Background: an optimization exercise with open tools, aiming at small area. Do not read the settings as production practice.
At most, simulation tests tie the RTL to the original design; equivalence was not proved.
No activity file was given, so power comes from the tool's default toggle rates.

==> flow/design.v <==
`timescale 1ns / 1ps
module game(
	input clk,
	input [7:0] sw,
	input btnR,
	output [3:0] an,
	output reg [6:0] seg,
	output reg [6:0] timer_seg,
	output timer_anode
);
	reg [3:0] l;
	reg [8:0] h;
	reg T;
	reg [1:0] k;
	reg [2:0] tt;    
	reg [3:0] tu;    
	reg [7:0] ctr;
	reg [7:0] N;
	reg E;
	reg [3:0] S;
	wire l0 = (l == 4'd0);
	wire l9 = l[3] & l[0];                                
	wire wrap = h[8] & h[7] & h[6] & h[5] & h[4] & h[2];   
	wire dtick = l0 & (T == h[0]);
	wire ttick = wrap & ~T;
	wire G = (tt == 3'd0) & (tu == 4'd0);
	always @(posedge clk) begin
		if (btnR) begin
			l <= 0; h <= 0; T <= 0; k <= 0; tt <= 3'd4; tu <= 4'd0;
			ctr <= 0; N <= 0; E <= 0; S <= 0;
		end else begin
			if (wrap) begin
				l <= 0; h <= 0; T <= ~T;
			end else if (l9) begin
				l <= 0; h <= h + 9'd1;
			end else
				l <= l + 4'd1;
			if (dtick) k <= k + 2'd1;
			if (ttick && !G) begin
				if (tu == 4'd0) begin
					tu <= 4'd9; tt <= tt - 3'd1;
				end else
					tu <= tu - 4'd1;
			end
			ctr <= ctr + 8'd1;
			if (E) N <= ctr + 8'd1;
			E <= (sw == N);
			if (!G && E) S <= S + 4'd1;
		end
	end
	assign an = ~(4'b1000 >> k);
	assign timer_anode = k[0];
	wire [7:0] M = N[7] ? (~N + 8'd1) : N;
	function [3:0] a3; input [3:0] x;
		a3 = {x[3] | x[2]&x[1] | x[2]&x[0],
		      x[2]&~x[1]&~x[0] | x[3]&x[0],
		      ~x[2]&x[1] | x[2]&x[1]&x[0] | x[3]&~x[0],
		      ~x[3]&~x[2]&x[0] | x[2]&x[1]&~x[0] | x[3]&~x[0]};
	endfunction
	wire [3:0] s1 = a3({1'b0, M[7:5]});
	wire [3:0] s2 = a3({s1[2:0], M[4]});
	wire [3:0] s3 = a3({s2[2:0], M[3]});
	wire [3:0] s4 = a3({s3[2:0], M[2]});
	wire [3:0] s5 = a3({s4[2:0], M[1]});
	wire [3:0] r2 = a3({1'b0, s1[3], s2[3], s3[3]});
	wire [3:0] r3 = a3({r2[2:0], s4[3]});
	wire hd = r3[3];
	wire [3:0] td = {r3[2:0], s5[3]};
	wire [3:0] ud = {s5[2:0], M[0]};
	reg [3:0] L;
	always @(*) begin
		if (G)
			case (k)
				2'd0: L = 4'd5;
				2'd1: L = 4'd11;
				2'd2: L = S[3] & (S[2] | S[1]) ? 4'd1 : 4'd0;
				default: L = S[3] & (S[2] | S[1]) ? S - 4'd10 : S;
			endcase
		else
			case (k)
				2'd0: L = N[7] ? 4'd10 : 4'd15;
				2'd1: L = {3'b0, hd};
				2'd2: L = td;
				default: L = ud;
			endcase
	end
	always @(*) begin
		case (L)
			4'd0: seg = 7'b0000001;
			4'd1: seg = 7'b1001111;
			4'd2: seg = 7'b0010010;
			4'd3: seg = 7'b0000110;
			4'd4: seg = 7'b1001100;
			4'd5: seg = 7'b0100100;
			4'd6: seg = 7'b0100000;
			4'd7: seg = 7'b0001111;
			4'd8: seg = 7'b0000000;
			4'd9: seg = 7'b0000100;
			4'd10: seg = 7'b1111110;
			4'd11: seg = 7'b1110110;
			default: seg = 7'b1111111;
		endcase
	end
	wire [3:0] TL = k[0] ? tu : {1'b0, tt};
	always @(*) begin
		case (TL)
			4'd0: timer_seg = 7'b0111111;
			4'd1: timer_seg = 7'b0110000;
			4'd2: timer_seg = 7'b1011011;
			4'd3: timer_seg = 7'b1111001;
			4'd4: timer_seg = 7'b1110100;
			4'd5: timer_seg = 7'b1101101;
			4'd6: timer_seg = 7'b1101111;
			4'd7: timer_seg = 7'b0111000;
			4'd8: timer_seg = 7'b1111111;
			4'd9: timer_seg = 7'b1111101;
			default: timer_seg = 7'b0000000;
		endcase
	end
endmodule
make LEC_CHECK=0 ABC_AREA=1 CAP_MARGIN=20 CORE_MARGIN=2 CORE_UTILIZATION=40 SLEW_MARGIN=20 finish   # period 20.0 ns
run.sh (not shown) runs the stock make flow with config.mk's settings and CLKGATE_MAP_FILE= SYNTH_SCRIPT=/design/flow/synth_recipe.tcl, a recipe that flattens the netlist after the stock synthesis.
==> next run, changes <==
--- a/flow/design.v
+++ b/flow/design.v
@@ -12,8 +12,7 @@
 	reg [8:0] h;
 	reg T;
 	reg [1:0] k;
-	reg [2:0] tt;    
-	reg [3:0] tu;    
+	reg [5:0] t;
 	reg [7:0] ctr;
 	reg [7:0] N;
 	reg E;
@@ -23,10 +22,10 @@
 	wire wrap = h[8] & h[7] & h[6] & h[5] & h[4] & h[2];   
 	wire dtick = l0 & (T == h[0]);
 	wire ttick = wrap & ~T;
-	wire G = (tt == 3'd0) & (tu == 4'd0);
+	wire G = (t == 6'd0);
 	always @(posedge clk) begin
 		if (btnR) begin
-			l <= 0; h <= 0; T <= 0; k <= 0; tt <= 3'd4; tu <= 4'd0;
+			l <= 0; h <= 0; T <= 0; k <= 0; t <= 6'd40;
 			ctr <= 0; N <= 0; E <= 0; S <= 0;
 		end else begin
 			if (wrap) begin
@@ -36,12 +35,7 @@
 			end else
 				l <= l + 4'd1;
 			if (dtick) k <= k + 2'd1;
-			if (ttick && !G) begin
-				if (tu == 4'd0) begin
-					tu <= 4'd9; tt <= tt - 3'd1;
-				end else
-					tu <= tu - 4'd1;
-			end
+			if (ttick && !G) t <= t - 6'd1;
 			ctr <= ctr + 8'd1;
 			if (E) N <= ctr + 8'd1;
 			E <= (sw == N);
@@ -51,12 +45,7 @@
 	assign an = ~(4'b1000 >> k);
 	assign timer_anode = k[0];
 	wire [7:0] M = N[7] ? (~N + 8'd1) : N;
-	function [3:0] a3; input [3:0] x;
-		a3 = {x[3] | x[2]&x[1] | x[2]&x[0],
-		      x[2]&~x[1]&~x[0] | x[3]&x[0],
-		      ~x[2]&x[1] | x[2]&x[1]&x[0] | x[3]&~x[0],
-		      ~x[3]&~x[2]&x[0] | x[2]&x[1]&~x[0] | x[3]&~x[0]};
-	endfunction
+	function [3:0] a3; input [3:0] x; a3 = (x >= 4'd5) ? x + 4'd3 : x; endfunction
 	wire [3:0] s1 = a3({1'b0, M[7:5]});
 	wire [3:0] s2 = a3({s1[2:0], M[4]});
 	wire [3:0] s3 = a3({s2[2:0], M[3]});
@@ -67,6 +56,9 @@
 	wire hd = r3[3];
 	wire [3:0] td = {r3[2:0], s5[3]};
 	wire [3:0] ud = {s5[2:0], M[0]};
+	wire [3:0] tt = (t >= 6'd40) ? 4'd4 : (t >= 6'd30) ? 4'd3 : (t >= 6'd20) ? 4'd2 : (t >= 6'd10) ? 4'd1 : 4'd0;
+	wire [5:0] tm = t - tt * 6'd10;
+	wire [3:0] tu = tm[3:0];
 	reg [3:0] L;
 	always @(*) begin
 		if (G)
@@ -101,7 +93,7 @@
 			default: seg = 7'b1111111;
 		endcase
 	end
-	wire [3:0] TL = k[0] ? tu : {1'b0, tt};
+	wire [3:0] TL = k[0] ? tu : tt;
 	always @(*) begin
 		case (TL)
 			4'd0: timer_seg = 7'b0111111;
@@ -114,6 +106,7 @@
 			4'd7: timer_seg = 7'b0111000;
 			4'd8: timer_seg = 7'b1111111;
 			4'd9: timer_seg = 7'b1111101;
+			4'd10: timer_seg = 7'b1111110;
 			default: timer_seg = 7'b0000000;
 		endcase
 	end
Flip-flop and latch count goes down by 1.
Final area goes up by 15%.
Global-route usage drops by 0.27 points.
Synthesized area increases by 18%.
Non-clock buffer count shrinks by 1.
Routed wire length rose by 17%.
Combinational power came out higher by about 2%.
The RTL of the second run of this note was laid out without a check of its function.

## separate check: timing with driven ports
In the flow no input, the clock included, has a driving cell. The finished layouts below were timed again as built, in two steps.
Step 1 assumes that a clkbuf_16 drives the clock port and a buf_2 every other input.
Step 2, shift: input delay + t, output delay - t, t = (earliest + latest rising clock arrival at the registers) / 2. This alone moves slack from input paths to output paths.
Three values: ideal, step 1, step 2; two values: the first two.
| run | shift t [ns] | setup WS [ns] | hold WS [ns] | worst slew at a driven data input, ns | pins driven straight from the clock port |
|---|---|---|---|---|---|
| the first run | 0.316 | 12.185 / 12.160 / 12.476 | 0.478 / 0.478 / 0.478 | 0.04 | 1 |
| the second run | 0.309 | 9.868 / 9.840 / 10.149 | 0.475 / 0.475 / 0.475 | 0.03 | 1 |
After both steps setup and hold are still met in every run listed.
